This is an optimization exercise on Yosys and OpenROAD, whose aim is small area, a short achievable clock period and few clock cycles, not a production implementation. Function was checked by simulation only, so behaviour that the tests miss may differ from the original. No activity file was given, so power comes from the tool's default toggle rates.

[flow/run.sh]
#!/bin/bash
# The standard layout (standard.sh: standard synthesis, floorplan, place,
# CTS, route, finish), with one change: buffer_ports uses plain
# sky130_fd_sc_hd__buf_1 cells for the port buffers instead of the resizer's
# default choice (clkdlybuf4s50_1, 2.7x the area). Every port still gets a
# buffer. make's full output goes to flow.log; ORFS keeps each step's own log
# under orfs/logs/.
set -euo pipefail
bash standard.sh "BUFFER_PORTS_ARGS=-buffer_cell sky130_fd_sc_hd__buf_1" finish > flow.log 2>&1
[standard.sh]
#!/bin/bash
# synth_recipe.tcl (not shown) runs the flow's synth.tcl, then flattens the netlist and writes it again
# the make line also repeats each setting of config.mk as NAME=value (left out here)
make -C /OpenROAD-flow-scripts/flow DESIGN_CONFIG=/design/flow/config.mk WORK_HOME=/design/flow/orfs CLKGATE_MAP_FILE= SYNTH_SCRIPT=/design/flow/synth_recipe.tcl "${@:-finish}"
[config.mk]
export PLATFORM = sky130hd
export DESIGN_NAME = SimpleCPU
export DESIGN_NICKNAME = SimpleCPU
export VERILOG_FILES = /design/flow/design.v
export SDC_FILE = /design/flow/constraint.sdc
export NUM_CORES = 4
export LEC_CHECK = 0
export CAP_MARGIN = 20
export CORE_MARGIN = 2
export CORE_UTILIZATION = 60
export SETUP_SLACK_MARGIN = 4.25
export SLEW_MARGIN = 20
[constraint.sdc]
create_clock -name core_clock -period 9.0 [get_ports {clk}]
set_input_delay 1.8000 -clock core_clock [delete_from_list [all_inputs] [get_ports {clk}]]
set_output_delay 1.8000 -clock core_clock [all_outputs]
set_load 0.01 [all_outputs]
[design.v]
`timescale 1ns / 1ps
module SimpleCPU(clk, rst, data_fromRAM, wrEn, addr_toRAM, data_toRAM);
input clk, rst;
input wire [31:0] data_fromRAM;
output wire wrEn;
output wire [9:0] addr_toRAM;
output wire [31:0] data_toRAM;
localparam OP_ADD = 3'd0, OP_NAND = 3'd1, OP_SRL = 3'd2, OP_LT = 3'd3,
           OP_CP = 3'd4, OP_CPI = 3'd5, OP_BZJ = 3'd6, OP_MUL = 3'd7;
localparam S_F   = 4'd0,   
           S_D   = 4'd1,   
           S_DR  = 4'd2,   
           S_SB  = 4'd3,   
           S_SA  = 4'd4,   
           S_SI  = 4'd5,   
           S_SBZ = 4'd6,   
           S_ST  = 4'd7,   
           S_SH  = 4'd8,   
           S_MU  = 4'd9,   
           S_W   = 4'd10;  
reg [3:0] state;
reg [9:0] pc;
reg [2:0] op;
reg im;
reg [9:0] fa;
reg [31:0] r1;
reg [32:0] r2;    
reg z;
reg fw;           
reg fwa;          
reg sw;           
reg mlq;          
wire [31:0] din = data_fromRAM;
wire [9:0] pc1 = pc + 10'd1;
wire [9:0] fb = r2[9:0];
assign data_toRAM = r1;
wire st_f   = (state == S_F);
wire st_d   = (state == S_D);
wire st_dr  = (state == S_DR);
wire st_sb  = (state == S_SB);
wire st_sa  = (state == S_SA);
wire st_si  = (state == S_SI);
wire st_sbz = (state == S_SBZ);
wire st_st  = (state == S_ST);
wire st_sh  = (state == S_SH);
wire st_mu  = (state == S_MU);
wire st_w   = (state == S_W);
wire o_add  = (op == OP_ADD);
wire o_nand = (op == OP_NAND);
wire o_srl  = (op == OP_SRL);
wire o_lt   = (op == OP_LT);
wire o_cp   = (op == OP_CP);
wire o_cpi  = (op == OP_CPI);
wire o_bzj  = (op == OP_BZJ);
wire o_mul  = (op == OP_MUL);
wire dec_bus = st_d | (st_sbz & ~z);
wire dec     = dec_bus | st_dr;
wire fwd     = st_dr & fw & ~im & ~o_cpi;
wire fwda    = st_dr & fwa & ~fw & ~im & (o_add | o_nand | o_lt);
wire dec_rd  = dec & ~fwd & ~fwda;
wire [2:0] c_op = dec_bus ? din[31:29] : op;
wire       c_im = dec_bus ? din[28]    : im;
wire [9:0] c_fa = dec_bus ? din[23:14] : fa;
wire [9:0] c_fb = dec_bus ? din[9:0]   : fb;
wire c_cpimm = st_dr & im & o_cp;
wire sa_big  = |r1[31:6];
wire sa_sh0  = sa_big | (r1[4:0] == 5'd0);
wire sh_left = r2[6];
wire sh_c8   = r2[5] | r2[4];
wire sh_last = sh_c8 ? ((r2[5:4] == 2'b01) & (r2[3:1] == 3'd0)) : (r2[3:1] == 3'd1);
wire mu_skip = (r2[32:25] == 8'd0);
wire mu_last = mlq;
function mu_last_of(input [32:0] x);
    mu_last_of = (x[32:25] == 8'd0) ? (x[23:0] == 24'd0) : (x[30:0] == 31'd0);
endfunction
wire b_zero  = (r1[9:0] == 10'd0);
wire sh_run  = st_sh;
wire mu_run  = st_mu;
wire sa_alu  = st_sa & (o_add | o_nand | o_lt | o_cp);
wire sb_load = st_sb & ~(o_cpi & ~im) & ~o_bzj;
wire a_shl = st_mu;
wire a_inv = st_sa & o_lt;
wire a_r1  = st_sa & (o_add | o_bzj);
wire [31:0] add_a = ({32{a_shl}} & {r1[30:0], 1'b0}) |
                    ({32{a_inv}} & ~r1) |
                    ({32{a_r1}}  & r1);
wire [31:0] add_b = din;
wire a_cin = a_inv & ~sw;
wire [33:0] sum_x = {1'b0, add_a, 1'b1} + {1'b0, add_b, a_cin};
wire [32:0] sum = sum_x[33:1];
wire lt = sw ? sum[32] : ~sum[32];
wire w_fwd   = ~din[28] & (((din[9:0] == fa) & (din[31:29] != OP_CPI)) |
                           ((din[23:14] == fa) & ((din[31:29] == OP_ADD) |
                            (din[31:29] == OP_NAND) | (din[31:29] == OP_LT))));
wire r1_imm  = dec_bus | (st_w & ~w_fwd);
wire r1_sum  = sb_load | st_si | (st_sa & (o_add | (o_srl & ~sa_big))) | (mu_run & ~mu_skip & r2[32]);
wire r1_shl1 = (mu_run & ~mu_skip & ~r2[32]) | (sh_run & ~sh_c8 & sh_left);
wire r1_nand = st_sa & o_nand;
wire r1_lt   = st_sa & o_lt;
wire r1_shl8 = (mu_run & mu_skip) | (sh_run & sh_c8 & sh_left);
wire r1_shr8 = sh_run & sh_c8 & ~sh_left;
wire r1_shr1 = sh_run & ~sh_c8 & ~sh_left;
wire r1_clr  = (st_sa & (o_mul | (o_srl & sa_big)));
wire r1_en   = r1_imm | r1_sum | r1_shl1 | r1_nand | r1_lt | r1_shl8 | r1_shr8 | r1_shr1 | r1_clr;
wire [31:0] r1_d = ({32{~r1_en}}  & r1) |
                   ({32{r1_imm}}  & {22'd0, din[9:0]}) |
                   ({32{r1_sum}}  & sum[31:0]) |
                   ({32{r1_nand}} & ~(din & r1)) |
                   ({32{r1_lt}}   & {31'd0, lt}) |
                   ({32{r1_shl1}} & {r1[30:0], 1'b0}) |
                   ({32{r1_shl8}} & {r1[23:0], 8'd0}) |
                   ({32{r1_shr8}} & {8'd0, r1[31:8]}) |
                   ({32{r1_shr1}} & {1'b0, r1[31:1]});
wire r2_ld   = st_sa & ((o_srl & ~sa_sh0) | (o_mul & ~im));
wire r2_ldi  = st_sa & o_mul & im;
wire r2_sh1  = mu_run & ~mu_skip;
wire r2_sh8  = mu_run & mu_skip;
wire r2_fb   = dec_bus | st_w;
wire [32:0] r2_d = ({33{r2_ld}}  & {r1, 1'b1}) |
                   ({33{r2_ldi}} & {r1[9:0], 1'b1, 22'd0}) |
                   ({33{r2_sh1}} & {r2[31:0], 1'b0}) |
                   ({33{r2_sh8}} & {r2[24:0], 8'd0}) |
                   ({33{r2_fb}}  & {23'd0, din[9:0]});
wire r2_en = r2_ld | r2_ldi | r2_sh1 | r2_sh8 | r2_fb;
wire [4:0] sh_cnt_d = sh_c8 ? {r2[5:4] - 2'd1, r2[3:1]} : {r2[5:4], r2[3:1] - 3'd1};
wire pc_inc = (dec_rd & c_cpimm) | (fwd & (o_cp | o_bzj)) | (st_sb & (o_bzj | o_cp | o_cpi) & ~(o_cpi & ~im)) |
              st_si | sa_alu | (st_sa & o_srl & sa_sh0) | (st_sh & sh_last) | (st_mu & mu_last);
wire pc_din = st_st | (st_sa & o_bzj & b_zero);
wire pc_sum = st_sa & o_bzj & ~b_zero;
wire ad_pc  = st_f;
wire ad_dlo = (dec_bus & ~din[28]) | (st_sb & o_cpi & ~im) | pc_din;
wire ad_dhi = dec_bus & din[28];
wire ad_fb  = (st_dr & ~im & ~fwd) | (st_sa & o_cpi);
wire ad_fa  = (st_dr & im & ~o_cp) | (fwd & ~o_cp & ~o_bzj) | (st_sb & ~o_cpi & ~o_bzj & ~o_cp) | (st_sbz & z) |
              (st_sa & o_mul) | (st_mu & ~mu_last) | st_w;
wire ad_pc1 = ~(ad_pc | ad_dlo | ad_dhi | ad_fb | ad_fa);
assign addr_toRAM = ({10{ad_pc}}  & pc) |
                    ({10{ad_pc1}} & pc1) |
                    ({10{ad_dlo}} & din[9:0]) |
                    ({10{ad_dhi}} & din[23:14]) |
                    ({10{ad_fb}}  & fb) |
                    ({10{ad_fa}}  & fa);
assign wrEn = st_w;
reg [3:0] state_n;
always @(*) begin
    state_n = state;
    if (fwd)
        state_n = o_cp ? S_W : o_bzj ? S_SBZ : S_SA;
    else if (fwda)
        state_n = S_SA;
    else if (dec)
        state_n = ~c_im ? S_SB : c_cpimm ? S_W : S_SA;
    else case (state)
        S_F:   state_n = S_D;
        S_SB:  state_n = (o_cpi & ~im) ? S_SI : o_bzj ? S_SBZ :
                         (o_cp | o_cpi) ? S_W : S_SA;
        S_SI:  state_n = S_W;
        S_SBZ: state_n = S_ST;
        S_ST:  state_n = S_D;
        S_SA:  state_n = o_srl ? (sa_sh0 ? S_W : S_SH) : o_mul ? S_MU : o_cpi ? S_SB :
                         o_bzj ? (b_zero ? S_D : S_F) : S_W;
        S_SH:  if (sh_last) state_n = S_W;
        S_MU:  if (mu_last) state_n = S_W;
        S_W:   state_n = (fa == pc) ? S_F : S_DR;
        default: state_n = S_F;
    endcase
    if (rst) state_n = S_F;
end
always @(posedge clk) begin
    state <= state_n;
    if (rst)         pc <= 10'd0;
    else if (pc_inc) pc <= pc1;
    else if (pc_din) pc <= din[9:0];
    else if (pc_sum) pc <= sum[9:0];
    if (dec | st_w) begin
        op <= st_w ? din[31:29] : c_op;
        im <= st_w ? din[28]    : c_im;
        fa <= st_w ? din[23:14] : c_fa;
    end else if (st_sa & o_cpi)
        fa <= din[9:0];
    r1 <= r1_d;
    mlq <= mu_last_of(r2_en ? r2_d : r2);
    if (r2_en) r2 <= r2_d;
    else if (sh_run) r2[5:1] <= sh_cnt_d;
    if (st_sb) z <= (din == 32'd0);
    else if (fwd) z <= (r1 == 32'd0);
    if (st_w) fw <= (din[9:0] == fa);
    if (st_w) fwa <= (din[23:14] == fa);
    if (dec) sw <= fwda;
end
endmodule
==> flow_metrics.tcl <==
set metrics [dict create \
    status "finished clean" \
    n_antenna_cell 0 \
    ios 77 \
    ys_warn_count 1 \
    design_area_sq_um 9850 \
    cts_buffer_depth 2 \
    htree_levels 3 \
    synth_fa_ha_area_share_pct 5.18 \
    slew_violations 0 \
    power.ir.vdd_worst_mv 0.166 \
    routabilityCongestion 1.02 \
    vias_per_cell 7.76 \
    seq_area_sq_um 2480 \
    cts_buffers 9 \
    port_buffers 76 \
    worstMarginPinSlew_ps 990 \
    fin_nets 1196 \
    detail_route.wl_per_cell_um 27.1 \
    initial_core_util_pct 62.0 \
    grt-ovfl-total 0 \
    synthMuxAreaShare_pct 4.05 \
    async_flop_share_pct 0 \
    rsz0062_at_grt "true" \
    power.share.sequential_pct 36.0 \
    setup_viol 0 \
    ys_seq_area_share_pct 27.2 \
    wl_mm 35.6 \
    finalCritPeriodShare_pct 52.1 \
    dp.cells 1292 \
    crit_fanout 32 \
    combPwrFrac_pct 51.6 \
    synth-compound-area-share_pct 34.7 \
    area_growth_pct 8.50 \
    rows 44 \
    ys_seq_elements 98 \
    slew_headroom_pct 34.0 \
    die_area_sq_um 16100 \
    synth-xor-area-share_pct 6.08 \
    clk_pin_slew_ps 80 \
    grt_max_degree 38 \
    path_class "input pin to flop" \
    synth_edf_count 51 \
    instances_no_fill 1314 \
    grt_pass1_vias 9037 \
    skew_ps 15.3 \
    grt_pass1_wl_mm 53.9 \
    synth_nets 1190 \
    synth_cell_type_count 67 \
    syn_inst 1119 \
    static-leakage-power_nw 3.85 \
    cts-root-buf "clkbuf_16" \
    worstPathRequired_ps 9300 \
    final-hold-violation-count 0 \
    hpwl_mm 24.4 \
    synthSimpleGateAreaFrac_pct 16.9 \
    synth_area_sq_um 9080 \
    synth_top_family_by_area "compound AO/OA/AOI/OAI gates" \
    clk_latency_ps 370 \
    rrSetupSlack_ps 4430 \
    fp.coreArea_sq_um 14600 \
    clock-sinks 98 \
    avgSynthCellArea_sq_um 8.11 \
    end_kind "flop" \
    post-route-drc-count 0 \
    maxCapViolCount 0 \
    clkPwrFrac_pct 12.4 \
    dr.pass1.iters 9 \
    period_minus_slack_ps 4690 \
    cts_tree "done" \
    p_sw_share_pct 51.7 \
    holdCritPathClass "flop to flop" \
    dieHeight_um 127 \
    drt-initial-drc-count 1964 \
    drive_above_1_share_pct 8.76 \
    arrival_ps 4980 \
    grt_antenna_before_repair 0 \
    ys.flop_type "edfxtp_1" \
    p_switching_mw 1.62 \
    place_area_sq_um 9390 \
    die_w_um 127 \
    fillers 1273 \
    route.vias.total 10200 \
    powerDensity_nw_per_um2 318 \
    multiInputGateArea_sq_um 6230 \
    tns_ps 0 \
    timing.fmax_ghz 0.213 \
    detail-route-antenna-nets 0 \
    internal_power_mw 1.51 \
    cp-start-kind "input pin" \
    grt_usage_pct 43.4 \
]
-- worst max-delay path, stage by stage --
cell and delay (ps):
buf_1 480, xor2_1 150, nor4_1 340, nand4_1 200, o31a_1 310, o31ai_1 200, nand2_1 380, nor4_2 340
buf_4 430, a21oi_1 220, o31ai_1 110
-- power groups by stage --
stage               logic (mW)  registers [mW]  clock network (mW)
CTS                       1.54            1.09               0.383
global route              1.73            1.14               0.404
global placement          1.48            1.10                   0
detailed placement        1.50            1.10                   0
floorplan                 1.15           0.868                   0
finish                    1.62            1.13               0.389
-- final timing paths --
kind,from,cells past startpoint,end
min reg2reg,pc[3],2,pc[3]
max,data_fromRAM[18],11,r1[17]
min,pc[3],2,pc[3]
max reg2reg,state[0],15,r1[30]
-- per-stage QoR --
step | hold slack, ps | worst slack (ps) | total power, mW | util [%]
after floorplan | 491 | 4470 | 2.02 | -
after global placement | 532 | 3700 | 2.58 | 64.1
after detailed placement | 539 | 3610 | 2.60 | 64.1
after CTS | 548 | 4250 | 3.01 | 66.7
after global routing | 628 | 4220 | 3.27 | 67.3
final | 553 | 4310 | 3.13 | 67.3
-- cell usage after synthesis (4+ instances only) --
cell type,n,share of area (%)
a21oi_1,102,5.6
a221o_1,101,11
clkbuf_1,101,4.2
nand2_1,90,3.7
nor2_1,83,3.4
o21ai_0,74,4.1
edfxtp_1,51,17
dfxtp_1,47,10
ha_1,36,5.0
xnor2_1,36,3.5
nor4_1,29,2.0
inv_1,27,1.1
xor2_1,27,2.6
a21o_1,25,2.1
nor3_1,23,1.3
mux2i_1,21,2.3
nand3_1,19,1.0
a222oi_1,18,2.0
nand4_1,17,1.2
o211ai_1,17,1.4
a221oi_1,16,1.5
mux2_2,14,1.7
a22oi_1,11,0.91
nor2b_1,10,0.69
o21a_1,9,0.74
a211oi_1,8,0.66
a31oi_1,8,0.55
nand2b_1,8,0.55
or4_1,8,0.66
and3_1,7,0.48
buf_1,7,0.29
a211o_1,5,0.48
o31ai_1,5,0.41
or3_1,5,0.34
and2_1,4,0.28
o21bai_1,4,0.33
o22ai_1,4,0.28
o31a_1,4,0.39
-- cell type report --
class | count | area share (%)
inverter | 27 | 1.03
multi-input combinational | 884 | 63.2
clock inverter | 6 | 0.508
clock buffer | 10 | 2.32
timing repair buffer | 105 | 5.46
sequential | 98 | 25.1
tap | 184 | 2.34
-- flip-flops by register name, summed over array words and instances, names as in the netlist --
signal,cells
im,1
fa,10
z,1
sw,1
state,4
fwa,1
pc,10
fw,1
mlq,1
r2,33
r1,32
op,3
-- cell usage in the layout, fill, tap and decap left out, types with 11 or more instances in the layout --
cell and instances:
mux2i_1 21, nand4_1 17, nor4_1 27, dfxtp_1 43, buf_1 72, a21oi_1 101
o21ai_0 72, buf_4 26, o211ai_1 17, xor2_1 27, edfxtp_1 51, nor2_1 79
nor3_1 21, nand2_1 89, a222oi_1 18, ha_1 36, inv_1 26, mux2_2 14
xnor2_1 36, a21o_1 25, a22oi_1 11, a221o_1 101, nand3_1 19, a221oi_1 15
-- per-layer routing --
| layer | global-route usage (%) | vias up | share of wire (%) |
|---|---|---|---|
| met3 | 10.7 | 145 | 15 |
| met4 | 17.6 | 0 | 4.7 |
| li1 | - | 4401 | - |
| met1 | 62.7 | 4780 | 38 |
| met2 | 62.3 | 871 | 42 |
| met5 | 0 | - | 0 |
-- kinds of logic (layout without fill, tap and decap cells) --
group / after synthesis / count (layout)
buffers and inverters: 138 / 148
adders and majority gates: 37 / 37
and+or+nand+nor: 316 / 317
xor gates and xnor gates: 63 / 63
AOI/OAI and AO/OA: 432 / 432
DFF: 98 / 98
muxes: 35 / 35
-- what timing repair did --
action	CTS	global route
cloned	1	0
pin swaps	2	6
endpoints found under the hold margin	0	0
hold buffers	0	0
buffers inserted	2	2
setup endpoints to repair	13	20
gates resized for setup	18	19
Testbench counts, summed over its fixed seeds: cycles 31,797.

[static timing again, ports no longer ideal]
Ports are ideal in the flow. The routed layout listed here was re-timed in OpenROAD.
Step 1 (the two cells are an assumption about what drives the block):
set clk [get_ports {clk}]
set_driving_cell -lib_cell sky130_fd_sc_hd__clkbuf_16 $clk
set_driving_cell -lib_cell sky130_fd_sc_hd__buf_2 [delete_from_list [all_inputs] $clk]
Step 2 times the ports against the registers' clock, not the clock port: input delays grow and output delays shrink by t, the midpoint of the rising clock arrivals with the driver on.
a / b / c = no drivers / after step 1 / after step 2; a / b = the first two.
t (ns): 0.410
slack for setup (ns): 4.310 / 4.325 / 3.921
worst slew at a driven data input, ns: 0.04
After both steps setup and hold are still met in this run. The setup slack of this run moves by +0.015 ns with the drivers and by -0.389 ns with both steps.
